What follows belongs to an exercise in optimizing a design on an open flow for small area, a short achievable clock period and few clock cycles per item; a production flow would make more cautious choices. Where RTL was checked, it was by simulation tests only, not by an equivalence proof against the original. Only the layout flow was run in runs 1 to 3; the RTL was not checked for function there. Power figures rest on the tool's default switching activity, not on a simulated workload.

File: design/flow/config.mk
export PLATFORM = sky130hd
export DESIGN_NAME = header_parser
export DESIGN_NICKNAME = header_parser
export VERILOG_FILES = /design/flow/design.v
export SDC_FILE = /design/flow/constraint.sdc
export NUM_CORES = 4
export LEC_CHECK = 0
export CAP_MARGIN = 20
export CORE_MARGIN = 2
export CORE_UTILIZATION = 25
export PLACE_DENSITY = 0.5
export SETUP_SLACK_MARGIN = 2.0
export SLEW_MARGIN = 20
File: design/flow/standard.sh
#!/bin/bash
# synth_recipe.tcl (not shown) runs the flow's synth.tcl, then flattens the netlist and writes it again
# the make line also repeats each setting of config.mk as NAME=value (left out here)
make -C /OpenROAD-flow-scripts/flow DESIGN_CONFIG=/design/flow/config.mk WORK_HOME=/design/flow/orfs CLKGATE_MAP_FILE= SYNTH_SCRIPT=/design/flow/synth_recipe.tcl "${@:-finish}"
File: design/flow/flow/remap.abc
strash
dch
map -a
File: design/flow/flow/run.sh
#!/bin/bash
set -euo pipefail
cp standard.sh standard_sh.txt
export BUFFER_PORTS_ARGS="-buffer_cell sky130_fd_sc_hd__buf_1"
ARGS="IO_CONSTRAINTS=$PWD/flow/io.tcl"
bash standard.sh $ARGS synth > synth.log 2>&1
R=$PWD/orfs/results/$FLOW_PLATFORM/header_parser/base
cp $R/1_2_yosys.v standard_synth.v
python3 flow/rmux.py cut standard_synth.v cut.v > rmux_cut.log 2>&1
LIB=$FLOW_HOME/platforms/$FLOW_PLATFORM/lib/sky130_fd_sc_hd__tt_025C_1v80.lib \
IN=$PWD/cut.v OUT=$PWD/remapped.v TOP=$FLOW_TOP ABC_SCRIPT=$PWD/flow/remap.abc \
  yosys -c flow/remap.tcl > remap.log 2>&1
python3 flow/rmux.py add remapped.v final_synth.v > rmux_add.log 2>&1
cp final_synth.v $R/1_2_yosys.v
rm -f $R/1_synth.odb $R/1_synth.sdc
bash standard.sh $ARGS > standard.log 2>&1
File: design/flow/flow/io.tcl
# Keep the configuration port, the timestamp and the clock and reset on one
# edge, so the registers they feed cluster there, and keep the read port together.
set_io_pin_constraint -region left:* -pin_names {cfg_raddr[0] cfg_raddr[1] cfg_raddr[2] cfg_raddr[3] cfg_rdata[0] cfg_rdata[1] cfg_rdata[2] cfg_rdata[3] cfg_rdata[4] cfg_rdata[5] cfg_rdata[6] cfg_rdata[7] cfg_rdata[8] cfg_rdata[9] cfg_rdata[10] cfg_rdata[11] cfg_rdata[12] cfg_rdata[13] cfg_rdata[14] cfg_rdata[15] cfg_rdata[16] cfg_rdata[17] cfg_rdata[18] cfg_rdata[19] cfg_rdata[20] cfg_rdata[21] cfg_rdata[22] cfg_rdata[23] cfg_rdata[24] cfg_rdata[25] cfg_rdata[26] cfg_rdata[27] cfg_rdata[28] cfg_rdata[29] cfg_rdata[30] cfg_rdata[31] cfg_we cfg_waddr[0] cfg_waddr[1] cfg_waddr[2] cfg_waddr[3] cfg_wdata[0] cfg_wdata[1] cfg_wdata[2] cfg_wdata[3] cfg_wdata[4] cfg_wdata[5] cfg_wdata[6] cfg_wdata[7] cfg_wdata[8] cfg_wdata[9] cfg_wdata[10] cfg_wdata[11] cfg_wdata[12] cfg_wdata[13] cfg_wdata[14] cfg_wdata[15] cfg_wdata[16] cfg_wdata[17] cfg_wdata[18] cfg_wdata[19] cfg_wdata[20] cfg_wdata[21] cfg_wdata[22] cfg_wdata[23] cfg_wdata[24] cfg_wdata[25] cfg_wdata[26] cfg_wdata[27] cfg_wdata[28] cfg_wdata[29] cfg_wdata[30] cfg_wdata[31] timestamp_valid timestamp[0] timestamp[1] timestamp[2] timestamp[3] timestamp[4] timestamp[5] timestamp[6] timestamp[7] timestamp[8] timestamp[9] timestamp[10] timestamp[11] timestamp[12] timestamp[13] timestamp[14] timestamp[15] timestamp[16] timestamp[17] timestamp[18] timestamp[19] timestamp[20] timestamp[21] timestamp[22] timestamp[23] timestamp[24] timestamp[25] timestamp[26] timestamp[27] timestamp[28] timestamp[29] timestamp[30] timestamp[31] clk rst_n}
set_io_pin_constraint -group -pin_names {cfg_raddr[0] cfg_raddr[1] cfg_raddr[2] cfg_raddr[3] cfg_rdata[0] cfg_rdata[1] cfg_rdata[2] cfg_rdata[3] cfg_rdata[4] cfg_rdata[5] cfg_rdata[6] cfg_rdata[7] cfg_rdata[8] cfg_rdata[9] cfg_rdata[10] cfg_rdata[11] cfg_rdata[12] cfg_rdata[13] cfg_rdata[14] cfg_rdata[15] cfg_rdata[16] cfg_rdata[17] cfg_rdata[18] cfg_rdata[19] cfg_rdata[20] cfg_rdata[21] cfg_rdata[22] cfg_rdata[23] cfg_rdata[24] cfg_rdata[25] cfg_rdata[26] cfg_rdata[27] cfg_rdata[28] cfg_rdata[29] cfg_rdata[30] cfg_rdata[31]}
File: design/flow/flow/remap.tcl
# Re-map the combinational logic of the standard synthesis netlist with ABC
# (delay-targeted map, then sizing). Flip-flops are kept as they are: the
# flip-flop cells are read as black boxes, so their instances, names and
# types do not change. Run by yosys -c with LIB, IN and OUT in the environment.
yosys read_liberty -ignore_miss_func $::env(LIB)
yosys read_verilog $::env(IN)
yosys hierarchy -top $::env(TOP)
yosys blackbox sky130_fd_sc_hd__df*
yosys flatten
yosys rename -hide w:_*_.*
yosys opt_clean
yosys cd $::env(TOP)
yosys abc -liberty $::env(LIB) -dont_use sky130_fd_sc_hd__probe_p_8 -dont_use sky130_fd_sc_hd__probec_p_8 -dont_use sky130_fd_sc_hd__lpflow_bleeder_1 -dont_use sky130_fd_sc_hd__lpflow_clkbufkapwr_1 -dont_use sky130_fd_sc_hd__lpflow_clkbufkapwr_16 -dont_use sky130_fd_sc_hd__lpflow_clkbufkapwr_2 -dont_use sky130_fd_sc_hd__lpflow_clkbufkapwr_4 -dont_use sky130_fd_sc_hd__lpflow_clkbufkapwr_8 -dont_use sky130_fd_sc_hd__lpflow_clkinvkapwr_1 -dont_use sky130_fd_sc_hd__lpflow_clkinvkapwr_16 -dont_use sky130_fd_sc_hd__lpflow_clkinvkapwr_2 -dont_use sky130_fd_sc_hd__lpflow_clkinvkapwr_4 -dont_use sky130_fd_sc_hd__lpflow_clkinvkapwr_8 -dont_use sky130_fd_sc_hd__lpflow_decapkapwr_12 -dont_use sky130_fd_sc_hd__lpflow_decapkapwr_3 -dont_use sky130_fd_sc_hd__lpflow_decapkapwr_4 -dont_use sky130_fd_sc_hd__lpflow_decapkapwr_6 -dont_use sky130_fd_sc_hd__lpflow_decapkapwr_8 -dont_use sky130_fd_sc_hd__lpflow_inputiso0n_1 -dont_use sky130_fd_sc_hd__lpflow_inputiso0p_1 -dont_use sky130_fd_sc_hd__lpflow_inputiso1n_1 -dont_use sky130_fd_sc_hd__lpflow_inputiso1p_1 -dont_use sky130_fd_sc_hd__lpflow_inputisolatch_1 -dont_use sky130_fd_sc_hd__lpflow_isobufsrc_1 -dont_use sky130_fd_sc_hd__lpflow_isobufsrc_16 -dont_use sky130_fd_sc_hd__lpflow_isobufsrc_2 -dont_use sky130_fd_sc_hd__lpflow_isobufsrc_4 -dont_use sky130_fd_sc_hd__lpflow_isobufsrc_8 -dont_use sky130_fd_sc_hd__lpflow_isobufsrckapwr_16 -dont_use sky130_fd_sc_hd__lpflow_lsbuf_lh_hl_isowell_tap_1 -dont_use sky130_fd_sc_hd__lpflow_lsbuf_lh_hl_isowell_tap_2 -dont_use sky130_fd_sc_hd__lpflow_lsbuf_lh_hl_isowell_tap_4 -dont_use sky130_fd_sc_hd__lpflow_lsbuf_lh_isowell_4 -dont_use sky130_fd_sc_hd__lpflow_lsbuf_lh_isowell_tap_1 -dont_use sky130_fd_sc_hd__lpflow_lsbuf_lh_isowell_tap_2 -dont_use sky130_fd_sc_hd__lpflow_lsbuf_lh_isowell_tap_4  -script $::env(ABC_SCRIPT)
yosys opt_clean -purge
yosys stat -liberty $::env(LIB)
yosys cd
yosys select $::env(TOP)
yosys write_verilog -noattr -selected $::env(OUT)
File: design/flow/constraint.sdc
create_clock -name core_clock -period 5.0 [get_ports {clk}]
set_input_delay 1.0000 -clock core_clock [delete_from_list [all_inputs] [get_ports {clk}]]
set_output_delay 1.0000 -clock core_clock [all_outputs]
set_load 0.01 [all_outputs]
File: design/flow/flow/rmux.py
#!/usr/bin/env python3
"""Replace the configuration read mux of a gate netlist by a hand-built one.

cut IN OUT : the cells that drive cfg_rdata now drive rmx_old instead, so the
             next synthesis step drops them as unused logic.
add IN OUT : adds the read mux, built from sky130 cells, driving cfg_rdata:
             a one-hot decode of cfg_raddr (one 4-input gate per register),
             then per bit AND-OR-INVERT gates of (select, register bit) pairs
             and a final NAND. Register bits are found as the Q nets of the
             flip-flops my_filter_core.my_configuration.<reg>[i].
"""
import re, sys

P = 'sky130_fd_sc_hd__'
DB = 0xDEADBEEF
# (address, register, width)
REGS = [(0, 'mac_lo', 32), (1, 'mac_hi', 16), (2, 'ethertype', 16), (3, 'ip_protocol', 8),
        (4, 'ip_base', 32), (5, 'ip_mask', 32), (6, 'udp_dst_port', 16)]


def cut(src):
    head, sep, body = src.partition('  wire [31:0] cfg_rdata;\n')
    assert sep, 'cfg_rdata declaration not found'
    n = body.count('(cfg_rdata[')
    assert n == 32, f'expected 32 cfg_rdata drivers, found {n}'
    body = body.replace('(cfg_rdata[', '(rmx_old[')
    return head + sep + '  wire [31:0] rmx_old;\n' + body


def add(src):
    q = {}
    for m in re.finditer(r'\n\s*' + P + r'df\w+\s+\\my_filter_core\.my_configuration\.(\w+)\[(\d+)\]\S*\s*\((.*?)\);', src, re.S):
        qm = re.search(r'\.Q\(\s*(.*?)\s*\)', m.group(3), re.S)
        q[(m.group(1), int(m.group(2)))] = qm.group(1)
    for _, r, w in REGS:
        for i in range(w):
            assert (r, i) in q, f'no flip-flop for {r}[{i}]'
    cells, wires = [], []
    def net(n):
        wires.append(n)
        return n
    def cell(typ, pins):
        name = f'rmx_c{len(cells)}'
        conns = ', '.join(f'.{p}({n} )' if n.startswith('\\') else f'.{p}({n})' for p, n in pins)
        cells.append(f'  {P}{typ} {name} ({conns});\n')
    a = [f'cfg_raddr[{i}]' for i in range(4)]
    sel = {}
    # one-hot decode, a3 must be 0 for addresses 0..6
    sel[0] = net('rmx_sel0'); cell('nor4_2', [('A', a[0]), ('B', a[1]), ('C', a[2]), ('D', a[3]), ('Y', sel[0])])
    sel[1] = net('rmx_sel1'); cell('nor4b_2', [('A', a[1]), ('B', a[2]), ('C', a[3]), ('D_N', a[0]), ('Y', sel[1])])
    sel[2] = net('rmx_sel2'); cell('nor4b_2', [('A', a[0]), ('B', a[2]), ('C', a[3]), ('D_N', a[1]), ('Y', sel[2])])
    sel[3] = net('rmx_sel3'); cell('and4bb_2', [('A_N', a[3]), ('B_N', a[2]), ('C', a[1]), ('D', a[0]), ('X', sel[3])])
    sel[4] = net('rmx_sel4'); cell('nor4b_2', [('A', a[0]), ('B', a[1]), ('C', a[3]), ('D_N', a[2]), ('Y', sel[4])])
    sel[5] = net('rmx_sel5'); cell('and4bb_2', [('A_N', a[3]), ('B_N', a[1]), ('C', a[2]), ('D', a[0]), ('X', sel[5])])
    sel[6] = net('rmx_sel6'); cell('and4bb_2', [('A_N', a[3]), ('B_N', a[0]), ('C', a[2]), ('D', a[1]), ('X', sel[6])])
    # low when the address reads the default value (7..15)
    nseld = net('rmx_nseld'); cell('a31oi_2', [('A1', a[2]), ('A2', a[1]), ('A3', a[0]), ('B1', a[3]), ('Y', nseld)])
    for i in range(32):
        pairs = [(sel[ad], q[(r, i)]) for ad, r, w in REGS if i < w]
        parts = []
        k = 0
        while k < len(pairs):
            grp = pairs[k:k + 3]
            k += len(grp)
            o = net(f'rmx_p{i}_{len(parts)}')
            if len(grp) == 3:
                cell('a222oi_1', [('A1', grp[0][0]), ('A2', grp[0][1]), ('B1', grp[1][0]), ('B2', grp[1][1]),
                                  ('C1', grp[2][0]), ('C2', grp[2][1]), ('Y', o)])
            elif len(grp) == 2:
                cell('a22oi_1', [('A1', grp[0][0]), ('A2', grp[0][1]), ('B1', grp[1][0]), ('B2', grp[1][1]), ('Y', o)])
            else:
                cell('nand2_1', [('A', grp[0][0]), ('B', grp[0][1]), ('Y', o)])
            parts.append(o)
        if (DB >> i) & 1:
            parts.append(nseld)
        out = f'cfg_rdata[{i}]'
        if len(parts) == 1:
            cell('inv_1', [('A', parts[0]), ('Y', out)])
        else:
            typ = {2: 'nand2_1', 3: 'nand3_1', 4: 'nand4_1'}[len(parts)]
            cell(typ, [(p, n) for p, n in zip('ABCD', parts)] + [('Y', out)])
    body, sep, tail = src.rpartition('endmodule')
    assert sep
    decl = ''.join(f'  wire {w};\n' for w in wires)
    return body + decl + ''.join(cells) + sep + tail


if __name__ == '__main__':
    mode, fin, fout = sys.argv[1:4]
    src = open(fin).read()
    open(fout, 'w').write({'cut': cut, 'add': add}[mode](src))
File: design/flow/design.v
module cycle_counter (
    input  logic        clk,
    input  logic        load,
    output logic [31:0] cycle_count
);
    always_ff @(posedge clk) begin
        if (load) cycle_count <= 32'd1;
        else      cycle_count <= cycle_count + 32'd1;
    end
endmodule
module filter_config (
    input  logic        clk,         
    input  logic        rst_n,       
    input  logic        cfg_we,      
    input  logic [3:0]  cfg_waddr,   
    input  logic [31:0] cfg_wdata,   
    input  logic [3:0]  cfg_raddr,   
    output logic [31:0] cfg_rdata,   
    output logic [47:0] local_mac,       
    output logic [15:0] ethertype,       
    output logic [7:0]  ip_protocol,     
    output logic [31:0] ip_base,         
    output logic [31:0] ip_mask,         
    output logic [15:0] udp_dst_port     
);
    logic [31:0] mac_lo;     
    logic [15:0] mac_hi;     
    always_ff @(posedge clk or negedge rst_n) begin
        if (!rst_n) begin
            mac_lo         <= 32'hDEADBEEF;   
            mac_hi         <= 16'hCAFE;       
            ethertype      <= 16'h0800;       
            ip_protocol    <= 8'h11;          
            ip_base        <= 32'h0A000100;   
            ip_mask        <= 32'hFFFFFFFC;   
            udp_dst_port   <= 16'd25565;      
        end else if (cfg_we) begin
            case (cfg_waddr)
                4'h0: mac_lo         <= cfg_wdata;            
                4'h1: mac_hi         <= cfg_wdata[15:0];      
                4'h2: ethertype      <= cfg_wdata[15:0];      
                4'h3: ip_protocol    <= cfg_wdata[7:0];       
                4'h4: ip_base        <= cfg_wdata;            
                4'h5: ip_mask        <= cfg_wdata;            
                4'h6: udp_dst_port   <= cfg_wdata[15:0];      
                default: ;                                    
            endcase
        end
    end
    logic [31:0] r01, r23, r45, r67, r03, r47;
    assign r01 = cfg_raddr[0] ? {16'h0, mac_hi} : mac_lo;
    assign r23 = cfg_raddr[0] ? {24'h0, ip_protocol} : {16'h0, ethertype};
    assign r45 = cfg_raddr[0] ? ip_mask : ip_base;
    assign r67 = cfg_raddr[0] ? 32'hDEADBEEF : {16'h0, udp_dst_port};
    assign r03 = cfg_raddr[1] ? r23 : r01;
    assign r47 = cfg_raddr[1] ? r67 : r45;
    assign cfg_rdata = cfg_raddr[3] ? 32'hDEADBEEF : (cfg_raddr[2] ? r47 : r03);
    assign local_mac = {mac_hi, mac_lo};
endmodule
module filter_core(
    input  logic         clk,
    input  logic         rst_n,
    input  logic [255:0] data,
    input  logic         cfg_we,
    input  logic [3:0]   cfg_waddr,
    input  logic [31:0]  cfg_wdata,
    input  logic [3:0]   cfg_raddr,
    output logic [31:0]  cfg_rdata,
    output logic         beat0_ok,
    output logic         beat1_ok
);
    logic [47:0] cfg_local_mac;
    logic [15:0] cfg_ethertype;
    logic [7:0]  cfg_ip_protocol;
    logic [31:0] cfg_ip_base;
    logic [31:0] cfg_ip_mask;
    logic [15:0] cfg_dest_port;
    filter_config my_configuration (
        .clk,
        .rst_n,
        .cfg_we,
        .cfg_waddr,
        .cfg_wdata,
        .cfg_raddr,
        .cfg_rdata,
        .local_mac(cfg_local_mac),
        .ethertype(cfg_ethertype),
        .ip_protocol(cfg_ip_protocol),
        .ip_base(cfg_ip_base),
        .ip_mask(cfg_ip_mask),
        .udp_dst_port(cfg_dest_port)
    );
    assign beat0_ok = (data[47:0]    == cfg_local_mac) &&                     
                      (data[111:96]  == cfg_ethertype) &&                     
                      (data[119:112] == 8'h54) &&                             
                      (data[191:184] == cfg_ip_protocol) &&                   
                      ((data[255:240] & cfg_ip_mask[15:0]) == cfg_ip_base[15:0]);  
    assign beat1_ok = ((data[15:0] & cfg_ip_mask[31:16]) == cfg_ip_base[31:16]) &&  
                      (data[47:32] == cfg_dest_port);                              
endmodule
module header_parser (
    input  logic         clk,
    input  logic         rst_n,
    input  logic  [0:255]  in_data,
    input  logic  [31:0]   in_keep,
    input  logic           in_valid,
    input  logic           in_last,
    output logic  [0:255]  out_data,
    output logic  [0:31]   out_keep,
    output logic           out_valid,
    output logic           out_last,
    output logic           timestamp_valid,
    output logic  [31:0]   timestamp,
    input  logic           out_ready,
    output logic           in_ready,
    input  logic           cfg_we,
    input  logic  [3:0]    cfg_waddr,
    input  logic  [31:0]   cfg_wdata,
    input  logic  [3:0]    cfg_raddr,
    output logic  [31:0]   cfg_rdata
);
    localparam [31:0] HEADER_KEEP = 32'h0000_03FF;    
    typedef enum logic [1:0] {
        IDLE,     
        HDR1,     
        STREAM,   
        DROP      
    } parse_state;
    parse_state state, state_next;
    logic free, pass, b1;
    logic [255:0] d;
    assign d = in_data;
    logic beat0_ok, beat1_ok;
    filter_core my_filter_core (
        .clk,
        .rst_n,
        .data(d),
        .cfg_we,
        .cfg_waddr,
        .cfg_wdata,
        .cfg_raddr,
        .cfg_rdata,
        .beat0_ok,
        .beat1_ok
    );
    logic in_accept;
    assign in_accept = in_valid && in_ready;
    assign in_ready  = free || out_ready;
    assign out_valid = in_valid && (pass || (b1 && beat1_ok && !in_last));
    assign out_data  = in_data;
    assign out_keep  = b1 ? (in_keep & ~HEADER_KEEP) : in_keep;
    assign out_last  = in_last;
    always_comb begin
        state_next = state;
        case (state)
            IDLE:    if (in_accept) state_next = in_last ? IDLE : (beat0_ok ? HDR1 : DROP);
            HDR1:    if (in_accept) state_next = in_last ? IDLE : (beat1_ok ? STREAM : DROP);
            default: if (in_accept && in_last) state_next = IDLE;
        endcase
    end
    always_ff @(posedge clk or negedge rst_n) begin
        if (!rst_n) begin
            state           <= IDLE;
            free            <= 1'b1;
            pass            <= 1'b0;
            b1              <= 1'b0;
            timestamp_valid <= 1'b0;
        end else begin
            state           <= state_next;
            free            <= (state_next == IDLE) || (state_next == DROP);
            pass            <= (state_next == STREAM);
            b1              <= (state_next == HDR1);
            timestamp_valid <= in_accept && in_last && (state == STREAM);
        end
    end
    cycle_counter timestamper (
        .clk,
        .load(in_accept && state == IDLE),
        .cycle_count(timestamp)
    );
endmodule
==> results of run 1 <==
## power breakdown
| group | internal, mW | switching, mW | leakage, nW |
|---|---|---|---|
| Clock | 0.722 | 0.590 | 0.274 |
| Combinational | 0.470 | 0.732 | 2.69 |
| Sequential | 1.97 | 0.362 | 2.07 |
| Total | 3.16 | 1.68 | 5.04 |
## layout by cell type, fill, tap and decap left out, drive strengths merged, types with 2 or more instances in the layout
master	instances
a21oi	60
a222oi	48
a22oi	6
a31oi	3
and3	2
and4bb	5
buf	370
clkbuf	33
clkinv	103
dfrtp	76
dfstp	82
dfxtp	32
diode	2
inv	9
nand2	200
nand3	18
nand4	24
nor2	111
nor3	20
nor3b	2
nor4	18
nor4b	3
o211ai	2
o21a	2
o21ai	132
o221ai	3
o22ai	3
or2	2
xnor2	28
xor2	58
## layer usage
metal  global-route usage  wire length (um)  vias up
li1                     -                 -     4499
met1                0.378             23100     4867
met2                0.364             21100      874
met3                0.161              9110       86
met4                0.100              1930       10
met5               0.0511               289        -
## cell type report
class / count / area (um2) / share of cell area
antenna: 2 / 5.00 / 0.000393
clock buffer: 28 / 528 / 0.0414
clock inverter: 4 / 25.0 / 0.00196
inverter: 108 / 405 / 0.0318
multi-input combinational: 758 / 4450 / 0.349
sequential: 190 / 4700 / 0.369
tap: 468 / 586 / 0.0460
timing repair buffer: 376 / 2040 / 0.160
## worst min path at each step
stage                                     from                         end  cells after the start
finish              timestamper.cycle_count[0]  timestamper.cycle_count[0]                      1
global route        timestamper.cycle_count[0]  timestamper.cycle_count[0]                      1
CTS                 timestamper.cycle_count[0]  timestamper.cycle_count[0]                      1
detailed placement  timestamper.cycle_count[0]  timestamper.cycle_count[0]                      1
global placement    timestamper.cycle_count[0]  timestamper.cycle_count[0]                      1
floorplan           timestamper.cycle_count[0]  timestamper.cycle_count[0]                      1
## worst max-delay path, stage by stage
cell and delay, ns:
buf_12 0.10, nor4b_4 0.12, buf_6 0.14, buf_6 0.13
buf_16 0.13, buf_8 0.12, a222oi_1 0.52, nand2_1 0.10
buf_1 0.16
## registers in the layout (all words and copies together) (netlist names), 2 cells and up
| signal | count |
|---|---|
| timestamper.cycle_count | 32 |
| my_filter_core.my_configuration.ip_protocol | 8 |
| my_filter_core.my_configuration.mac_hi | 16 |
| my_filter_core.my_configuration.udp_dst_port | 16 |
| my_filter_core.my_configuration.ip_mask | 32 |
| my_filter_core.my_configuration.ip_base | 32 |
| state | 2 |
| my_filter_core.my_configuration.mac_lo | 32 |
| my_filter_core.my_configuration.ethertype | 16 |
## repair_timing
action	4_1_cts	5_1_grt
gates cloned	9	0
pin swaps	41	34
setup endpoints to repair	39	45
buffers inserted	15	8
gates resized for setup	114	43
==> results.yml, run 1 <==
sta:
  post-route-min-period_ns: 3.53
  finalSetupViolCount: 0
  drv_slew: 0
  slew_headroom: 0.355
  fin_hold_ws_ns: 0.434
  postLayoutSetupSlackWorst_ns: 1.47
  worst_pin_slew_ns: 0.967
  fin_worst_skew_ns: 0.0131
  grt_setup_unrepaired: "true"
  hold_viol: 0
  fin_crit_sh: 0.706
  fmax_mhz: 283
  fin_tns_setup_ns: 0
setup_path:
  reg2reg_from: "my_filter_core.my_configuration.mac_hi[14]"
  r2r_end: "free"
  endpoint_kind: "primary output"
  regToRegSetupSlack_ns: 2.44
  crit_fanout: 7
  reg2reg_depth: 8
  worstPathArrival_ns: 2.53
  crit_start: "cfg_raddr[2]"
  crit_path_end: "cfg_rdata[31]"
  critPathLaunchType: "primary input"
  crit_required_ns: 4.00
  critical_path_class: "in2out"
synthesis:
  syn_inst: 1054
  yosysWarningCount: 3
  syn_nets: 1388
  syn_area_per_cell_um2: 8.79
  synth_area_um2: 9260
cts:
  cts_buffers: 17
  htreeDepth: 4
  cts_tree: "built"
  cts.sinks: 190
  clk_pin_slew_ns: 0.06
  root_buffer: "clkbuf_16"
  worstSkewPairLatency_ns: 0.44
  postCtsHoldBufs: 0
  cts_buffer_depth: 2
drt:
  drcViolationCount: 0
  drt_pass1_iterations: 6
  totalWireLength_um: 55500
  drt_iter0_markers: 1121
  vias: 10336
  ant_nets: 0
  wl_per_cell_um: 28.7
  via_per_inst: 5.34
global_routing:
  grt_pass1_vias: 9645
  grt-ovfl-total: 0
  antenna_found_initial: 5
  grt_pass1_wl_um: 74800
  grt_use_total: 0.281
  grt_max_degree: 68
placed_design:
  place_area_um2: 11300
  dp.cells: 1868
  gp_congestion: 0.856
  pre_cts_ws_ns: 0.965
  io_buffers: 325
  dp_hpwl_um: 43100
floorplanning:
  initial_core_util: 0.254
  core_um2: 36500
  io_pins: 690
  die-area_um2: 38600
  die_h_um: 196
  rows: 70
  dieWidth_um: 196
final_layout:
  drive_gt1_frac: 0.172
  area_growth_pct: 37.6
  fill_cells: 3791
  fin_util: 0.349
  nets: 1785
  instances_no_fill: 1934
  final_area_um2: 12700
job:
  cap_violations: 0
pwr:
  leakagePower_nw: 5.04
  powerDensity_nw_per_um2: 380
  ir_drop_mv: 0.287
  post-layout-total-power_mw: 4.84
run_status:
  status: "complete, no violations"
min_path:
  hold_path.class: "reg2reg"
==> inputs of run 2 (changes only) <==
==> design/flow/flow/io.tcl (replaced) <==
# Keep the configuration port, the timestamp and the clock and reset on one
# edge, so the registers they feed cluster there, and keep the read port together.
set_io_pin_constraint -region left:* -pin_names {cfg_raddr[0] cfg_raddr[1] cfg_raddr[2] cfg_raddr[3] cfg_rdata[0] cfg_rdata[1] cfg_rdata[2] cfg_rdata[3] cfg_rdata[4] cfg_rdata[5] cfg_rdata[6] cfg_rdata[7] cfg_rdata[8] cfg_rdata[9] cfg_rdata[10] cfg_rdata[11] cfg_rdata[12] cfg_rdata[13] cfg_rdata[14] cfg_rdata[15] cfg_rdata[16] cfg_rdata[17] cfg_rdata[18] cfg_rdata[19] cfg_rdata[20] cfg_rdata[21] cfg_rdata[22] cfg_rdata[23] cfg_rdata[24] cfg_rdata[25] cfg_rdata[26] cfg_rdata[27] cfg_rdata[28] cfg_rdata[29] cfg_rdata[30] cfg_rdata[31] cfg_we cfg_waddr[0] cfg_waddr[1] cfg_waddr[2] cfg_waddr[3] cfg_wdata[0] cfg_wdata[1] cfg_wdata[2] cfg_wdata[3] cfg_wdata[4] cfg_wdata[5] cfg_wdata[6] cfg_wdata[7] cfg_wdata[8] cfg_wdata[9] cfg_wdata[10] cfg_wdata[11] cfg_wdata[12] cfg_wdata[13] cfg_wdata[14] cfg_wdata[15] cfg_wdata[16] cfg_wdata[17] cfg_wdata[18] cfg_wdata[19] cfg_wdata[20] cfg_wdata[21] cfg_wdata[22] cfg_wdata[23] cfg_wdata[24] cfg_wdata[25] cfg_wdata[26] cfg_wdata[27] cfg_wdata[28] cfg_wdata[29] cfg_wdata[30] cfg_wdata[31] timestamp_valid timestamp[0] timestamp[1] timestamp[2] timestamp[3] timestamp[4] timestamp[5] timestamp[6] timestamp[7] timestamp[8] timestamp[9] timestamp[10] timestamp[11] timestamp[12] timestamp[13] timestamp[14] timestamp[15] timestamp[16] timestamp[17] timestamp[18] timestamp[19] timestamp[20] timestamp[21] timestamp[22] timestamp[23] timestamp[24] timestamp[25] timestamp[26] timestamp[27] timestamp[28] timestamp[29] timestamp[30] timestamp[31] clk rst_n}
set_io_pin_constraint -group -pin_names {cfg_raddr[0] cfg_raddr[1] cfg_raddr[2] cfg_raddr[3] cfg_rdata[0] cfg_rdata[1] cfg_rdata[2] cfg_rdata[3] cfg_rdata[4] cfg_rdata[5] cfg_rdata[6] cfg_rdata[7] cfg_rdata[8] cfg_rdata[9] cfg_rdata[10] cfg_rdata[11] cfg_rdata[12] cfg_rdata[13] cfg_rdata[14] cfg_rdata[15] cfg_rdata[16] cfg_rdata[17] cfg_rdata[18] cfg_rdata[19] cfg_rdata[20] cfg_rdata[21] cfg_rdata[22] cfg_rdata[23] cfg_rdata[24] cfg_rdata[25] cfg_rdata[26] cfg_rdata[27] cfg_rdata[28] cfg_rdata[29] cfg_rdata[30] cfg_rdata[31]}
# Keep the handshake pins and the data bits the beat-1 check reads next to
# the configuration edge, so the out_valid logic is short.
set_io_pin_constraint -region bottom:0-90 -pin_names {in_valid in_last out_valid out_ready in_ready out_last in_data[240] in_data[241] in_data[242] in_data[243] in_data[244] in_data[245] in_data[246] in_data[247] in_data[248] in_data[249] in_data[250] in_data[251] in_data[252] in_data[253] in_data[254] in_data[255] in_data[208] in_data[209] in_data[210] in_data[211] in_data[212] in_data[213] in_data[214] in_data[215] in_data[216] in_data[217] in_data[218] in_data[219] in_data[220] in_data[221] in_data[222] in_data[223] out_data[240] out_data[241] out_data[242] out_data[243] out_data[244] out_data[245] out_data[246] out_data[247] out_data[248] out_data[249] out_data[250] out_data[251] out_data[252] out_data[253] out_data[254] out_data[255] out_data[208] out_data[209] out_data[210] out_data[211] out_data[212] out_data[213] out_data[214] out_data[215] out_data[216] out_data[217] out_data[218] out_data[219] out_data[220] out_data[221] out_data[222] out_data[223]}
==> results.yml, run 2 <==
run_status:
  status: "complete, no violations"
sta:
  post-route-min-period_ns: 3.51
  hold_viol: 0
  slew_headroom: 0.331
  finalSetupViolCount: 0
  grt_setup_unrepaired: "true"
  fin_hold_ws_ns: 0.433
  fmax_mhz: 285
  fin_worst_skew_ns: 0.0255
  worst_pin_slew_ns: 0.995
  fin_tns_setup_ns: 0
  fin_crit_sh: 0.702
  drv_slew: 0
cts:
  postCtsHoldBufs: 0
  clk_pin_slew_ns: 0.08
  worstSkewPairLatency_ns: 0.46
  htreeDepth: 4
  cts_tree: "built"
  cts.sinks: 190
  cts_buffers: 17
  root_buffer: "clkbuf_16"
  cts_buffer_depth: 2
pwr:
  switching_power_mw: 1.86
  p_int_mw: 3.19
  leakagePower_nw: 5.05
  powerDensity_nw_per_um2: 396
  switching_share: 0.368
  post-layout-total-power_mw: 5.05
  pwr-share-comb: 0.234
  sequentialPowerShare: 0.482
  ir_drop_mv: 0.276
  clkPwrFrac: 0.284
global_routing:
  grt_pass1_vias: 9505
  grt_use_total: 0.290
  grt-ovfl-total: 0
  grt_pass1_wl_um: 77200
  grt_max_degree: 67
  antenna_found_initial: 2
final_layout:
  final_area_um2: 12700
  diodes: 0
  mostFrequentLayoutCells: "buf_1, nand2_1, o21ai_0, nor2_1, clkinv_1"
  nets: 1787
  fill_cells: 3812
  fin_util: 0.349
  final_common_cell: "buf_1"
  drive_gt1_frac: 0.177
  area_growth_pct: 37.6
drt:
  ant_nets: 0
  drt_pass1_iterations: 12
  totalWireLength_um: 58100
  wl_per_cell_um: 30.0
  drcViolationCount: 0
  drt_iter0_markers: 1468
  vias: 10478
  via_per_inst: 5.42
setup_path:
  reg2reg_depth: 10
  r2r_end: "free"
  reg2reg_from: "free"
  regToRegSetupSlack_ns: 2.19
  endpoint_kind: "primary output"
  critPathLaunchType: "primary input"
  crit_required_ns: 4.00
  worstPathArrival_ns: 2.51
  critical_path_class: "in2out"
  crit_fanout: 8
min_path:
  worstHoldStart: "timestamper.cycle_count[0]"
  hold_path_end: "timestamper.cycle_count[0]"
  hold_path.class: "reg2reg"
  holdPathStages: 1
floorplanning:
  core_um2: 36500
  io_pins: 690
  rows: 70
  die-area_um2: 38600
  initial_core_util: 0.254
  dieWidth_um: 196
  die_h_um: 196
synthesis:
  synth_area_um2: 9260
  yosysWarningCount: 3
  syn_inst: 1054
  syn_nets: 1388
  syn_area_per_cell_um2: 8.79
placed_design:
  gp_congestion: 0.993
  place_area_um2: 11300
  io_buffers: 325
  dp_hpwl_um: 45100
job:
  cap_violations: 0
-- run 2: cell types whose count changed in the layout (fill, tap and decap cells not counted), sizes merged --
cell / delta
and4bb: +1
buf: +4
bufbuf: -1
bufinv: +1
clkbuf: -9
clkinv: +1
diode: -2
inv: +5
-- run 2: power by group through the flow --
stage	clock network, mW	logic, mW	registers [mW]
floorplan	0	0.619	2.22
global placement	0	1.08	2.45
detailed placement	0	1.09	2.43
CTS	1.45	1.16	2.42
global route	1.50	1.30	2.45
finish	1.43	1.18	2.44
-- run 2: timing repair --
item / CTS / global route
gates cloned: 8 / 1
setup endpoints to repair: 36 / 43
buffers inserted: 22 / 7
gates resized for setup: 127 / 24
pin swaps: 32 / 23
-- run 2: how the worst max path moves through the flow --
stage	slack, ns	startpoint	endpoint	cells after the start
after global placement	1.11	cfg_raddr[3]	cfg_rdata[7]	5
after floorplan	1.70	cfg_raddr[0]	cfg_rdata[10]	3
after detailed placement	1.10	cfg_raddr[0]	cfg_rdata[0]	5
final	1.49	cfg_raddr[2]	cfg_rdata[1]	5
after CTS	1.58	cfg_raddr[1]	cfg_rdata[7]	5
after global routing	1.49	in_data[253]	out_valid	10
-- run 2: stage by stage --
step / std cells / setup WS (ns)
6_report: 1934 / 1.49
5_1_grt: 1934 / 1.49
4_1_cts: 1926 / 1.58
3_5_place_dp: 1864 / 1.10
3_3_place_gp: 1863 / 1.11
2_1_floorplan: 1054 / 1.70
-- run 2: routing by layer --
| layer | up-vias | track usage | part of all wire |
|---|---|---|---|
| met3 | 147 | 0.144 | 0.15 |
| met1 | 4907 | 0.379 | 0.40 |
| li1 | 4501 | - | - |
| met4 | 10 | 0.132 | 0.049 |
| met5 | - | 0.0587 | 0.0055 |
| met2 | 913 | 0.390 | 0.39 |
-- run 2: critical path, stage by stage --
cell      delay, ns
buf_12         0.11
and4bb_4       0.29
a222oi_1       0.63
nand4_1        0.27
buf_2          0.21
-- run 2: area by class of cell --
cell class,count,area [um2],share of cell area
inverters,108,405,0.0318
well taps,468,586,0.0459
multi-input cells,759,4430,0.347
repair buffers,377,2040,0.160
clock inverters,11,115,0.00903
clock buffers,21,483,0.0379
flip-flops and latches,190,4700,0.368
==> inputs of run 3 (changes only) <==
==> design/flow/flow/io.tcl (replaced) <==
# Keep the configuration port, the timestamp and the clock and reset on one
# edge, so the registers they feed cluster there, and keep the read port together.
set_io_pin_constraint -region left:* -pin_names {cfg_raddr[0] cfg_raddr[1] cfg_raddr[2] cfg_raddr[3] cfg_rdata[0] cfg_rdata[1] cfg_rdata[2] cfg_rdata[3] cfg_rdata[4] cfg_rdata[5] cfg_rdata[6] cfg_rdata[7] cfg_rdata[8] cfg_rdata[9] cfg_rdata[10] cfg_rdata[11] cfg_rdata[12] cfg_rdata[13] cfg_rdata[14] cfg_rdata[15] cfg_rdata[16] cfg_rdata[17] cfg_rdata[18] cfg_rdata[19] cfg_rdata[20] cfg_rdata[21] cfg_rdata[22] cfg_rdata[23] cfg_rdata[24] cfg_rdata[25] cfg_rdata[26] cfg_rdata[27] cfg_rdata[28] cfg_rdata[29] cfg_rdata[30] cfg_rdata[31] cfg_we cfg_waddr[0] cfg_waddr[1] cfg_waddr[2] cfg_waddr[3] cfg_wdata[0] cfg_wdata[1] cfg_wdata[2] cfg_wdata[3] cfg_wdata[4] cfg_wdata[5] cfg_wdata[6] cfg_wdata[7] cfg_wdata[8] cfg_wdata[9] cfg_wdata[10] cfg_wdata[11] cfg_wdata[12] cfg_wdata[13] cfg_wdata[14] cfg_wdata[15] cfg_wdata[16] cfg_wdata[17] cfg_wdata[18] cfg_wdata[19] cfg_wdata[20] cfg_wdata[21] cfg_wdata[22] cfg_wdata[23] cfg_wdata[24] cfg_wdata[25] cfg_wdata[26] cfg_wdata[27] cfg_wdata[28] cfg_wdata[29] cfg_wdata[30] cfg_wdata[31] timestamp_valid timestamp[0] timestamp[1] timestamp[2] timestamp[3] timestamp[4] timestamp[5] timestamp[6] timestamp[7] timestamp[8] timestamp[9] timestamp[10] timestamp[11] timestamp[12] timestamp[13] timestamp[14] timestamp[15] timestamp[16] timestamp[17] timestamp[18] timestamp[19] timestamp[20] timestamp[21] timestamp[22] timestamp[23] timestamp[24] timestamp[25] timestamp[26] timestamp[27] timestamp[28] timestamp[29] timestamp[30] timestamp[31] clk rst_n}
set_io_pin_constraint -group -pin_names {cfg_raddr[0] cfg_raddr[1] cfg_raddr[2] cfg_raddr[3] cfg_rdata[0] cfg_rdata[1] cfg_rdata[2] cfg_rdata[3] cfg_rdata[4] cfg_rdata[5] cfg_rdata[6] cfg_rdata[7] cfg_rdata[8] cfg_rdata[9] cfg_rdata[10] cfg_rdata[11] cfg_rdata[12] cfg_rdata[13] cfg_rdata[14] cfg_rdata[15] cfg_rdata[16] cfg_rdata[17] cfg_rdata[18] cfg_rdata[19] cfg_rdata[20] cfg_rdata[21] cfg_rdata[22] cfg_rdata[23] cfg_rdata[24] cfg_rdata[25] cfg_rdata[26] cfg_rdata[27] cfg_rdata[28] cfg_rdata[29] cfg_rdata[30] cfg_rdata[31]}
--- a/design/flow/flow/rmux.py
+++ b/design/flow/flow/rmux.py
@@ -5,8 +5,8 @@
              next synthesis step drops them as unused logic.
 add IN OUT : adds the read mux, built from sky130 cells, driving cfg_rdata:
              a one-hot decode of cfg_raddr (one 4-input gate per register),
-             then per bit AND-OR-INVERT gates of (select, register bit) pairs
-             and a final NAND. Register bits are found as the Q nets of the
+             then per bit AND-OR-INVERT gates (a22oi, sizable) of (select, register
+             bit) pairs and a final NAND. Register bits are found as the Q nets of the
              flip-flops my_filter_core.my_configuration.<reg>[i].
 """
 import re, sys
@@ -53,25 +53,31 @@
     sel[4] = net('rmx_sel4'); cell('nor4b_2', [('A', a[0]), ('B', a[1]), ('C', a[3]), ('D_N', a[2]), ('Y', sel[4])])
     sel[5] = net('rmx_sel5'); cell('and4bb_2', [('A_N', a[3]), ('B_N', a[1]), ('C', a[2]), ('D', a[0]), ('X', sel[5])])
     sel[6] = net('rmx_sel6'); cell('and4bb_2', [('A_N', a[3]), ('B_N', a[0]), ('C', a[2]), ('D', a[1]), ('X', sel[6])])
-    # low when the address reads the default value (7..15)
+    # high when the address reads the default value (7..15), and its inverse
+    seld = net('rmx_seld'); cell('a31o_2', [('A1', a[2]), ('A2', a[1]), ('A3', a[0]), ('B1', a[3]), ('X', seld)])
     nseld = net('rmx_nseld'); cell('a31oi_2', [('A1', a[2]), ('A2', a[1]), ('A3', a[0]), ('B1', a[3]), ('Y', nseld)])
     for i in range(32):
         pairs = [(sel[ad], q[(r, i)]) for ad, r, w in REGS if i < w]
+        db = (DB >> i) & 1
         parts = []
-        k = 0
-        while k < len(pairs):
-            grp = pairs[k:k + 3]
-            k += len(grp)
+        # active-low partial sums: a22oi for two (select, bit) pairs; a left-over
+        # pair takes the default term in an a21oi, or a nand2 without it
+        while len(pairs) >= 2:
+            (s0, q0), (s1, q1) = pairs[:2]
+            pairs = pairs[2:]
             o = net(f'rmx_p{i}_{len(parts)}')
-            if len(grp) == 3:
-                cell('a222oi_1', [('A1', grp[0][0]), ('A2', grp[0][1]), ('B1', grp[1][0]), ('B2', grp[1][1]),
-                                  ('C1', grp[2][0]), ('C2', grp[2][1]), ('Y', o)])
-            elif len(grp) == 2:
-                cell('a22oi_1', [('A1', grp[0][0]), ('A2', grp[0][1]), ('B1', grp[1][0]), ('B2', grp[1][1]), ('Y', o)])
+            cell('a22oi_1', [('A1', s0), ('A2', q0), ('B1', s1), ('B2', q1), ('Y', o)])
+            parts.append(o)
+        if pairs:
+            (s0, q0), = pairs
+            o = net(f'rmx_p{i}_{len(parts)}')
+            if db:
+                cell('a21oi_1', [('A1', s0), ('A2', q0), ('B1', seld), ('Y', o)])
+                db = 0
             else:
-                cell('nand2_1', [('A', grp[0][0]), ('B', grp[0][1]), ('Y', o)])
+                cell('nand2_1', [('A', s0), ('B', q0), ('Y', o)])
             parts.append(o)
-        if (DB >> i) & 1:
+        if db:
             parts.append(nseld)
         out = f'cfg_rdata[{i}]'
         if len(parts) == 1:
==> results.yml, run 3 <==
global_routing:
  grt_max_degree: 65
  grt_pass1_vias: 9811
  grt_use_total: 0.289
  antenna_found_initial: 4
  grt-ovfl-total: 0
  grt_pass1_wl_um: 77400
floorplanning:
  die-area_um2: 39000
  die_h_um: 198
  core_um2: 36800
  dieWidth_um: 198
  rows: 70
  initial_core_util: 0.255
  io_pins: 690
cts:
  cts.sinks: 190
  cts_tree: "built"
  cts_buffer_depth: 2
  worstSkewPairLatency_ns: 0.45
  clk_pin_slew_ns: 0.08
  htreeDepth: 4
  root_buffer: "clkbuf_16"
  cts_buffers: 17
  postCtsHoldBufs: 0
setup_path:
  endpoint_kind: "primary output"
  crit_fanout: 3
  crit_chain: "buf_8, nand2_4, nor2_2, a31oi_1, nand4_1, nor3_2, nand2_1, nor3_4, nand4_1, nand2_1, buf_2"
  worstPathArrival_ns: 2.55
  critical_path_class: "in2out"
  cp_top_family: "simple AND/OR/NAND/NOR gates"
  max_stage_delay_ns: 0.30
  critPathLaunchType: "primary input"
  crit_required_ns: 4.00
  critPathBufInv: 2
  cpMaxStageDelayCell: "nor3_2"
pwr:
  leakagePower_nw: 5.20
  powerDensity_nw_per_um2: 377
  ir_drop_mv: 0.281
final_layout:
  fin_util: 0.362
  final_area_um2: 13300
  drive_gt1_frac: 0.221
  multi_input_area_um2: 4790
  seq_area_um2: 4700
  area_growth_pct: 42.1
  mostFrequentLayoutCells: "buf_1, nand2_1, o21ai_0, nor2_1, clkinv_1"
  instances_no_fill: 1982
  final_common_cell: "buf_1"
  fill_cells: 3804
  nets: 1834
synthesis:
  syn_area_per_cell_um2: 8.62
  synth_area_um2: 9370
  syn_nets: 1421
  syn_inst: 1087
  yosysWarningCount: 3
sta:
  grt_setup_unrepaired: "true"
  fin_tns_setup_ns: 0
  post-route-min-period_ns: 3.55
  drv_slew: 0
  finalSetupViolCount: 0
  hold_viol: 0
  fin_crit_sh: 0.710
  fin_worst_skew_ns: 0.0159
  slew_headroom: 0.341
  fmax_mhz: 282
  worst_pin_slew_ns: 0.988
min_path:
  hold_path.class: "reg2reg"
placed_design:
  dp.cells: 1897
  dp_hpwl_um: 45100
  place_area_um2: 11300
  io_buffers: 325
  gp_congestion: 0.914
run_status:
  status: "complete, no violations"
drt:
  ant_nets: 0
  wl_per_cell_um: 29.4
  drt_iter0_markers: 980
  via_per_inst: 5.38
  totalWireLength_um: 58300
  drt_pass1_iterations: 5
  vias: 10657
  drcViolationCount: 0
job:
  cap_violations: 0
-- run 3: changes by cell type in the layout (fill, tap and decap cells not counted), moves of 12 or more --
cell      previous run  this run
a21oi_1             60        73
buf_4               28        40
a22oi_2              0        38
a22oi_1              6        32
a222oi_1            48         0
buf_6               22        34
-- run 3: power by group --
| part | internal (mW) | switching, mW |
|---|---|---|
| Combinational | 0.482 | 0.756 |
| Clock | 0.679 | 0.723 |
| Sequential | 1.97 | 0.415 |
| Total | 3.13 | 1.89 |
-- run 3: final cells by class --
| class | instances | share of cell area |
|---|---|---|
| clock inverters | 14 | 0.0124 |
| inverters | 103 | 0.0290 |
| multi-input cells | 795 | 0.360 |
| diodes | 1 | 0.000188 |
| repair buffers | 393 | 0.169 |
| well taps | 468 | 0.0440 |
| clock buffers | 18 | 0.0322 |
| flip-flops and latches | 190 | 0.353 |
-- run 3: path summary, 6_finish.rpt --
| check | start | end | cells past startpoint | slack [ns] |
|---|---|---|---|---|
| setup / recovery | in_data[254] | out_valid | 11 | 1.45 |
| hold / removal | timestamper.cycle_count[0] | timestamper.cycle_count[0] | 1 | 0.43 |
| setup reg to reg | my_filter_core.my_configuration.mac_hi[14] | free | 8 | 2.25 |
| hold reg to reg | timestamper.cycle_count[0] | timestamper.cycle_count[0] | 1 | 0.43 |
| max in group asynchronous | rst_n | my_filter_core.my_configuration.ip_mask[27] | 2 | 3.17 |
| min in group asynchronous | rst_n | my_filter_core.my_configuration.ip_base[11] | 1 | 0.72 |
-- run 3: what timing repair did --
action | 4_1_cts | 5_1_grt
pin swaps | 45 | 30
gates resized for setup | 191 | 37
gates cloned | 8 | 2
setup buffers | 24 | 18
endpoints found under the setup margin | 43 | 43
-- run 3: per-stage QoR --
stage | setup slack (ns) | total power, mW | hold slack [ns]
5_1_grt | 1.39 | 5.25 | 0.452
4_1_cts | 1.47 | 4.98 | 0.427
6_report | 1.45 | 5.02 | 0.428
2_1_floorplan | 1.70 | 2.84 | 0.431
3_3_place_gp | 0.992 | 3.47 | 0.401
3_5_place_dp | 1.03 | 3.48 | 0.407
-- run 3: metal layers --
metal	GRT usage	routed length (um)	part of all wire	vias up
met5	0.0868	425	0.0073	-
met4	0.124	2600	0.045	14
met3	0.169	9640	0.17	110
met2	0.374	22300	0.38	926
met1	0.375	23300	0.40	4991
li1	-	-	-	4616
==> inputs of run 4 (changes only) <==
--- a/design/flow/design.v
+++ b/design/flow/design.v
@@ -47,14 +47,18 @@
             endcase
         end
     end
-    logic [31:0] r01, r23, r45, r67, r03, r47;
-    assign r01 = cfg_raddr[0] ? {16'h0, mac_hi} : mac_lo;
-    assign r23 = cfg_raddr[0] ? {24'h0, ip_protocol} : {16'h0, ethertype};
-    assign r45 = cfg_raddr[0] ? ip_mask : ip_base;
-    assign r67 = cfg_raddr[0] ? 32'hDEADBEEF : {16'h0, udp_dst_port};
-    assign r03 = cfg_raddr[1] ? r23 : r01;
-    assign r47 = cfg_raddr[1] ? r67 : r45;
-    assign cfg_rdata = cfg_raddr[3] ? 32'hDEADBEEF : (cfg_raddr[2] ? r47 : r03);
+    always_comb begin
+        case (cfg_raddr)
+            4'h0: cfg_rdata = mac_lo;                         
+            4'h1: cfg_rdata = {16'h0, mac_hi};               
+            4'h2: cfg_rdata = {16'h0, ethertype};            
+            4'h3: cfg_rdata = {24'h0, ip_protocol};          
+            4'h4: cfg_rdata = ip_base;                       
+            4'h5: cfg_rdata = ip_mask;                       
+            4'h6: cfg_rdata = {16'h0, udp_dst_port};         
+            default: cfg_rdata = 32'hDEADBEEF;               
+        endcase
+    end
     assign local_mac = {mac_hi, mac_lo};
 endmodule
 module filter_core(
@@ -120,9 +124,11 @@
     output logic  [31:0]   cfg_rdata
 );
     localparam [31:0] HEADER_KEEP = 32'h0000_03FF;    
-    typedef enum logic [1:0] {
+    typedef enum logic [2:0] {
         IDLE,     
         HDR1,     
+        HDR1_OK,  
+        HDR1_NG,  
         STREAM,   
         DROP      
     } parse_state;
@@ -145,8 +151,8 @@
     );
     logic in_accept;
     assign in_accept = in_valid && in_ready;
-    assign in_ready  = free || out_ready;
-    assign out_valid = in_valid && (pass || (b1 && beat1_ok && !in_last));
+    assign in_ready  = free || (pass && out_ready);
+    assign out_valid = in_valid && pass;
     assign out_data  = in_data;
     assign out_keep  = b1 ? (in_keep & ~HEADER_KEEP) : in_keep;
     assign out_last  = in_last;
@@ -154,7 +160,9 @@
         state_next = state;
         case (state)
             IDLE:    if (in_accept) state_next = in_last ? IDLE : (beat0_ok ? HDR1 : DROP);
-            HDR1:    if (in_accept) state_next = in_last ? IDLE : (beat1_ok ? STREAM : DROP);
+            HDR1:    if (in_valid)  state_next = (beat1_ok && !in_last) ? HDR1_OK : HDR1_NG;
+            HDR1_OK: if (in_accept) state_next = STREAM;    
+            HDR1_NG: if (in_accept) state_next = in_last ? IDLE : DROP;
             default: if (in_accept && in_last) state_next = IDLE;
         endcase
     end
@@ -167,9 +175,9 @@
             timestamp_valid <= 1'b0;
         end else begin
             state           <= state_next;
-            free            <= (state_next == IDLE) || (state_next == DROP);
-            pass            <= (state_next == STREAM);
-            b1              <= (state_next == HDR1);
+            free            <= (state_next == IDLE) || (state_next == HDR1_NG) || (state_next == DROP);
+            pass            <= (state_next == HDR1_OK) || (state_next == STREAM);
+            b1              <= (state_next == HDR1_OK);
             timestamp_valid <= in_accept && in_last && (state == STREAM);
         end
     end
--- a/design/flow/config.mk
+++ b/design/flow/config.mk
@@ -9,5 +9,5 @@
 export CORE_MARGIN = 2
 export CORE_UTILIZATION = 25
 export PLACE_DENSITY = 0.5
-export SETUP_SLACK_MARGIN = 2.0
+export SETUP_SLACK_MARGIN = 1.7
 export SLEW_MARGIN = 20
==> results.yml, run 4 <==
run_status:
  status: "complete, no violations"
final_layout:
  seq_area_um2: 4720
  drive_gt1_frac: 0.120
  mostFrequentLayoutCells: "buf_1, nand2_1, o21ai_0, nor2_1, clkinv_1"
  fill_cells: 3995
  final_common_cell: "buf_1"
  multi_input_area_um2: 4440
  nets: 1771
  area_growth_pct: 28.8
setup_path:
  crit_fanout: 10
  reg2reg_from: "my_filter_core.my_configuration.mac_hi[2]"
  max_stage_delay_ns: 0.27
  worstPathArrival_ns: 2.33
  cpMostUsedCell: "buf_4"
  reg2reg_depth: 9
  critPathLaunchType: "primary input"
  r2r_end: "free"
  critical_path_class: "in2out"
  crit_chain: "buf_4, nor4b_4, buf_4, buf_4, a22oi_2, nand4_1, buf_2"
  crit_required_ns: 4.00
  endpoint_kind: "primary output"
  regToRegSetupSlack_ns: 2.12
  cpMaxStageDelayCell: "a22oi_2"
synthesis:
  syn_inst: 1076
  syn_nets: 1410
  syn_area_per_cell_um2: 8.75
  synth_area_um2: 9410
  yosysWarningCount: 3
pwr:
  post-layout-total-power_mw: 5.00
  clkPwrFrac: 0.269
  leakagePower_nw: 4.58
  switching_share: 0.379
  pwr-share-comb: 0.237
  ir_drop_mv: 0.225
  sequentialPowerShare: 0.494
  switching_power_mw: 1.90
  powerDensity_nw_per_um2: 412
  p_int_mw: 3.10
cts:
  cts_buffer_depth: 2
  htreeDepth: 4
  postCtsHoldBufs: 0
  root_buffer: "clkbuf_16"
  cts_buffers: 17
  worstSkewPairLatency_ns: 0.45
  cts_tree: "built"
  clk_pin_slew_ns: 0.08
  cts.sinks: 191
drt:
  ant_nets: 0
  vias: 10389
  totalWireLength_um: 58100
  wl_per_cell_um: 29.6
  drcViolationCount: 0
  via_per_inst: 5.29
  drt_pass1_iterations: 6
  drt_iter0_markers: 1278
global_routing:
  grt-ovfl-total: 0
  grt_pass1_vias: 9244
  grt_use_total: 0.289
  grt_pass1_wl_um: 76400
  grt_max_degree: 98
  antenna_found_initial: 3
floorplanning:
  initial_core_util: 0.252
  core_um2: 37400
  die_h_um: 198
  rows: 71
  dieWidth_um: 198
  die-area_um2: 39200
  io_pins: 690
sta:
  finalSetupViolCount: 0
  worst_pin_slew_ns: 0.924
  fin_tns_setup_ns: 0
  slew_headroom: 0.384
  hold_viol: 0
  drv_slew: 0
  fin_crit_sh: 0.666
  fmax_mhz: 300
  grt_setup_unrepaired: "true"
  fin_worst_skew_ns: 0.0138
  post-route-min-period_ns: 3.33
placed_design:
  gp_congestion: 0.999
  io_buffers: 325
  dp_hpwl_um: 46900
min_path:
  holdPathStages: 1
  hold_path.class: "reg2reg"
  hold_path_end: "timestamper.cycle_count[0]"
  worstHoldStart: "timestamper.cycle_count[0]"
job:
  cap_violations: 0
run 4: how the worst max path moves through the flow:
| stage | from | end | slack [ns] |
|---|---|---|---|
| floorplan | cfg_raddr[0] | cfg_rdata[0] | 1.70 |
| global placement | cfg_raddr[0] | cfg_rdata[9] | 1.33 |
| detailed placement | cfg_raddr[0] | cfg_rdata[9] | 1.24 |
| CTS | cfg_raddr[1] | cfg_rdata[9] | 1.65 |
| global route | cfg_raddr[2] | cfg_rdata[10] | 1.67 |
| finish | cfg_raddr[2] | cfg_rdata[10] | 1.67 |
run 4: per-stage QoR:
step	hold slack, ns	std cells	cell area, um2	utilization	worst slack [ns]
finish	0.442	1964	12100	0.324	1.67
global route	0.453	1961	12100	0.324	1.67
CTS	0.442	1958	12000	0.321	1.65
detailed placement	0.424	1926	11400	0.306	1.24
global placement	0.406	1926	11400	0.306	1.33
floorplan	0.432	1076	9440	-	1.70
run 4: final cells by class:
type,count,share of cell area
multi-input cells,797,0.366
flip-flops and latches,191,0.389
well taps,511,0.0527
clock buffers,21,0.0380
repair buffers,341,0.117
clock inverters,11,0.00795
inverters,89,0.0276
diodes,3,0.000619
run 4: timing repair:
action | 4_1_cts | 5_1_grt
gates cloned | 0 | 2
setup buffers | 0 | 1
setup endpoints to repair | 32 | 21
pin swaps | 0 | 9
resized for setup | 10 | 33
run 4: routing by layer:
layer | up-vias | track usage | part of all wire
li1 | 4451 | - | -
met1 | 4882 | 0.379 | 0.41
met2 | 893 | 0.381 | 0.38
met3 | 161 | 0.155 | 0.15
met4 | 2 | 0.137 | 0.056
met5 | - | 0.0255 | 0.0019
run 4: power by group through the flow:
stage / Sequential (mW) / Clock (mW) / Combinational (mW)
floorplan: 2.23 / 0 / 0.687
global placement: 2.49 / 0 / 1.15
detailed placement: 2.47 / 0 / 1.17
CTS: 2.45 / 1.36 / 1.17
global route: 2.49 / 1.42 / 1.32
finish: 2.47 / 1.34 / 1.19
run 4: worst max-delay path: cells and delay by family:
family / cells / cell delay [ns]
buffers and inverters: 4 / 0.70
and+or+nand+nor: 2 / 0.35
AOI/OAI and AO/OA: 1 / 0.27
Testbench counts of run 4, summed over its fixed seeds: cycles 28,240, packets 2,400.
==> inputs of run 5 (changes only) <==
--- a/design/flow/config.mk
+++ b/design/flow/config.mk
@@ -9,5 +9,5 @@
 export CORE_MARGIN = 2
 export CORE_UTILIZATION = 25
 export PLACE_DENSITY = 0.5
-export SETUP_SLACK_MARGIN = 1.7
+export SETUP_SLACK_MARGIN = 1.4
 export SLEW_MARGIN = 20
==> results.yml, run 5 <==
synthesis:
  syn_inst: 1076
  synth_area_um2: 9410
  yosysWarningCount: 3
  syn_nets: 1410
  syn_area_per_cell_um2: 8.75
cts:
  root_buffer: "clkbuf_16"
  cts_buffers: 17
  cts.sinks: 191
  worstSkewPairLatency_ns: 0.45
  htreeDepth: 4
  cts_buffer_depth: 2
  clk_pin_slew_ns: 0.07
  cts_tree: "built"
sta:
  fin_worst_skew_ns: 0.0158
  slew_headroom: 0.423
  worst_pin_slew_ns: 0.854
  hold_viol: 0
  drv_slew: 0
  fin_crit_sh: 0.699
  grt_setup_unrepaired: "false"
  fmax_mhz: 286
  post-route-min-period_ns: 3.50
  postLayoutSetupSlackWorst_ns: 1.50
  finalSetupViolCount: 0
  fin_tns_setup_ns: 0
pwr:
  ir_drop_mv: 0.216
  powerDensity_nw_per_um2: 419
  post-layout-total-power_mw: 5.06
  leakagePower_nw: 4.55
floorplanning:
  initial_core_util: 0.252
  rows: 71
  dieWidth_um: 198
  die-area_um2: 39200
  core_um2: 37400
  io_pins: 690
  die_h_um: 198
final_layout:
  drive_gt1_frac: 0.104
  seq_area_um2: 4720
  multi_input_area_um2: 4420
  final_common_cell: "buf_1"
  fin_util: 0.323
  area_growth_pct: 28.4
  nets: 1768
  fill_cells: 3979
  mostFrequentLayoutCells: "buf_1, nand2_1, o21ai_0, nor2_1, clkinv_1"
placed_design:
  dp_hpwl_um: 44700
  pre_cts_ws_ns: 1.17
  io_buffers: 325
  gp_congestion: 1.01
drt:
  ant_nets: 0
  wl_per_cell_um: 28.5
  via_per_inst: 5.17
  vias: 10126
  drcViolationCount: 0
  drt_pass1_iterations: 5
  drt_iter0_markers: 1163
  totalWireLength_um: 55900
run_status:
  status: "complete, no violations"
setup_path:
  critPathLaunchType: "primary input"
  crit_required_ns: 4.00
  endpoint_kind: "primary output"
  crit_fanout: 32
  critical_path_class: "in2out"
  worstPathArrival_ns: 2.50
job:
  cap_violations: 0
global_routing:
  grt_pass1_wl_um: 73700
  grt_use_total: 0.277
  grt_pass1_vias: 9097
  antenna_found_initial: 4
  grt_max_degree: 65
  grt-ovfl-total: 0
min_path:
  hold_path.class: "reg2reg"
run 5: metal layers:
metal,vias up,global-route usage,part of all wire
met5,-,0.0613,0.0051
met4,6,0.123,0.047
met3,114,0.148,0.15
met2,830,0.369,0.39
met1,4729,0.359,0.41
li1,4447,-,-
run 5: area by class of cell:
type | instances | area share
sequential | 191 | 0.391
multi-input combinational | 797 | 0.366
timing repair buffer | 338 | 0.112
tap | 511 | 0.0529
clock buffer | 19 | 0.0384
inverter | 89 | 0.0276
clock inverter | 13 | 0.0114
antenna | 2 | 0.000414
run 5: final timing paths:
path | from | slack [ns] | end | cells after the start
max | cfg_raddr[0] | 1.50 | cfg_rdata[7] | 6
min | timestamper.cycle_count[0] | 0.43 | timestamper.cycle_count[0] | 1
max reg2reg | my_filter_core.my_configuration.ip_mask[3] | 2.08 | pass | 10
min reg2reg | timestamper.cycle_count[0] | 0.43 | timestamper.cycle_count[0] | 1
max in group asynchronous | rst_n | 3.50 | my_filter_core.my_configuration.mac_hi[7] | 2
min in group asynchronous | rst_n | 0.64 | my_filter_core.my_configuration.mac_lo[20] | 1
run 5: worst max-delay path: stages:
cell and delay, ns:
clkbuf_2 0.22, nor4b_4 0.33, buf_6 0.31, a22oi_1 0.14, nand4_1 0.28, buf_1 0.19
run 5: repair_timing:
action	CTS	global route
gates resized for setup	2	7
hold buffers	0	0
setup buffers	0	0
endpoints found under the setup margin	28	16
cloned	0	1
pin swaps	0	0
run 5: power breakdown:
group | switching [mW] | internal [mW] | total (mW)
clock | 0.683 | 0.752 | 1.43
sequential | 0.450 | 1.98 | 2.43
combinational | 0.757 | 0.440 | 1.20
run 5: per-stage QoR:
stage          instances  hold WS, ns  instance area [um2]
3_5_place_dp        1925        0.423                11400
2_1_floorplan       1076        0.432                 9430
4_1_cts             1957        0.442                12000
6_report            1960        0.433                12100
5_1_grt             1958        0.479                12100
3_3_place_gp        1925        0.406                11400
==> inputs of run 6 (changes only) <==
--- a/design/flow/config.mk
+++ b/design/flow/config.mk
@@ -9,5 +9,5 @@
 export CORE_MARGIN = 2
 export CORE_UTILIZATION = 25
 export PLACE_DENSITY = 0.5
-export SETUP_SLACK_MARGIN = 1.4
+export SETUP_SLACK_MARGIN = 2.0
 export SLEW_MARGIN = 20
==> results.yml, run 6 <==
setup_path:
  endpoint_kind: "primary output"
  cp_top_family: "buffers and inverters"
  worstPathArrival_ns: 2.24
  cpMostUsedCell: "buf_12"
  max_stage_delay_ns: 0.30
  r2r_end: "pass"
  regToRegSetupSlack_ns: 2.32
  crit_chain: "buf_12, nor4b_4, buf_4, buf_12, a22oi_2, nand4_1, buf_2"
  reg2reg_from: "my_filter_core.my_configuration.mac_lo[24]"
  reg2reg_depth: 10
  critPathLaunchType: "primary input"
  cpMaxStageDelayCell: "nor4b_4"
  critical_path_class: "in2out"
  crit_required_ns: 4.00
  crit_fanout: 7
  critPathBufInv: 4
global_routing:
  grt_max_degree: 65
  grt_pass1_vias: 9520
  grt-ovfl-total: 0
  grt_pass1_wl_um: 78100
  grt_use_total: 0.295
  antenna_found_initial: 3
placed_design:
  gp_congestion: 0.965
  dp_hpwl_um: 46600
  io_buffers: 325
final_layout:
  fill_cells: 3936
  mostFrequentLayoutCells: "buf_1, nand2_1, o21ai_0, nor2_1, clkinv_1"
  final_common_cell: "buf_1"
  nets: 1791
  drive_gt1_frac: 0.161
  area_growth_pct: 34.7
sta:
  worst_pin_slew_ns: 0.914
  fin_worst_skew_ns: 0.00709
  slew_headroom: 0.389
  fin_crit_sh: 0.648
  fin_tns_setup_ns: 0
  fin_hold_ws_ns: 0.426
  finalSetupViolCount: 0
  grt_setup_unrepaired: "true"
  post-route-min-period_ns: 3.24
  hold_viol: 0
  drv_slew: 0
  fmax_mhz: 309
pwr:
  ir_drop_mv: 0.219
  leakagePower_nw: 4.85
  powerDensity_nw_per_um2: 406
cts:
  clk_pin_slew_ns: 0.07
  root_buffer: "clkbuf_16"
  cts_buffer_depth: 2
  cts_buffers: 17
  worstSkewPairLatency_ns: 0.45
  cts.sinks: 191
  htreeDepth: 4
  cts_tree: "built"
drt:
  wl_per_cell_um: 29.8
  via_per_inst: 5.27
  drcViolationCount: 0
  drt_iter0_markers: 1148
  ant_nets: 0
  drt_pass1_iterations: 6
  vias: 10455
  totalWireLength_um: 59200
floorplanning:
  dieWidth_um: 198
  die-area_um2: 39200
  rows: 71
  die_h_um: 198
  core_um2: 37400
  io_pins: 690
  initial_core_util: 0.252
run_status:
  status: "complete, no violations"
synthesis:
  synth_area_um2: 9410
  yosysWarningCount: 3
  syn_inst: 1076
  syn_nets: 1410
  syn_area_per_cell_um2: 8.75
min_path:
  hold_path.class: "reg2reg"
  hold_path_end: "timestamper.cycle_count[0]"
  worstHoldStart: "timestamper.cycle_count[0]"
  holdPathStages: 1
job:
  cap_violations: 0
## run 6: changes by cell type in the layout (fill, tap and decap cells not counted), moves of 6 or more
cell,delta
a22oi_1,-14
a22oi_2,+14
buf_1,-34
buf_12,+6
buf_2,+29
buf_4,+12
buf_6,+7
## run 6: how the worst max path moves through the flow
| stage | startpoint | end | depth (start not counted) |
|---|---|---|---|
| 2_1_floorplan | cfg_raddr[0] | cfg_rdata[0] | 3 |
| 4_1_cts | cfg_raddr[3] | cfg_rdata[3] | 7 |
| 6_report | cfg_raddr[3] | cfg_rdata[3] | 7 |
| 5_1_grt | cfg_raddr[3] | cfg_rdata[4] | 7 |
| 3_3_place_gp | cfg_raddr[0] | cfg_rdata[12] | 5 |
| 3_5_place_dp | cfg_raddr[0] | cfg_rdata[12] | 5 |
## run 6: where the power goes
group          internal, mW  switching [mW]
Clock                 0.722           0.685
Combinational         0.483           0.780
Sequential             1.98           0.494
Total                  3.18            1.96
## run 6: timing repair
action	CTS	global route
buffers inserted	8	6
cloned	10	0
endpoints found under the setup margin	34	39
pin swaps	24	11
gates resized for setup	92	21
hold buffers	0	0
## run 6: final cells by class
type                            count  area, um2  area share
Clock buffer                       18        439      0.0347
Tap cell                          511        639      0.0505
Sequential cell                   191       4720       0.373
Clock inverter                     14        154      0.0121
Antenna cell                        2       5.00    0.000395
Timing Repair Buffer              359       1770       0.139
Inverter                           89        334      0.0264
Multi-Input combinational cell    799       4610       0.364
## run 6: metal layers
layer	vias up	routed length [um]	global-route usage	part of all wire
met5	-	174	0.0345	0.0029
met4	4	3340	0.145	0.056
met3	144	9690	0.167	0.16
met2	895	22900	0.394	0.39
met1	4911	23100	0.374	0.39
li1	4501	-	-	-
## run 6: stage by stage
step           worst slack [ns]  instance area (um2)  cells  total power, mW   util
4_1_cts                    1.83                12500   1975             5.09  0.335
3_5_place_dp               1.14                11500   1925             3.64  0.306
5_1_grt                    1.76                12700   1981             5.37  0.339
2_1_floorplan              1.70                 9440   1076             2.92      -
6_report                   1.76                12700   1983             5.14  0.339
3_3_place_gp               1.22                11500   1925             3.65  0.306

[static timing again, ports no longer ideal]
No port has a modelled driver above. Below, the same layouts with a new extraction and two added sets of constraints.
Step 1, drivers: a clkbuf_16 drives clk and a buf_2 each remaining input, both assumed.
Step 2 moves the port delays by t, midway between the first and last clock arrival at a register: inputs arrive t later, outputs are due t later. That takes back most of the time a late clock gives input paths.
Slacks: ideal ports / drivers / drivers and shift; pairs: ideal ports / drivers.
run | shift t [ns] | setup WS [ns] | clock arrival spread, ns | worst register clock-pin slew, ns | worst slew at a driven data input, ns
run 1 | 0.469 | 1.468 / 1.330 / 1.330 | 0.015 / 0.015 | 0.07 / 0.07 | 0.23
run 2 | 0.485 | 1.491 / 1.398 / 1.398 | 0.026 / 0.026 | 0.09 / 0.09 | 0.24
run 3 | 0.487 | 1.448 / 1.405 / 1.405 | 0.025 / 0.025 | 0.09 / 0.09 | 0.23
run 4 | 0.481 | 1.670 / 1.647 / 1.315 | 0.013 / 0.014 | 0.08 / 0.08 | 0.26
run 5 | 0.477 | 1.505 / 1.484 / 1.327 | 0.020 / 0.019 | 0.09 / 0.09 | 0.25
run 6 | 0.485 | 1.762 / 1.662 / 1.593 | 0.010 / 0.010 | 0.08 / 0.08 | 0.21
After both steps every run listed still meets setup and hold. For run 4, which loses most, drivers alone change the setup slack by -0.023 ns; drivers and shift together by -0.355 ns.
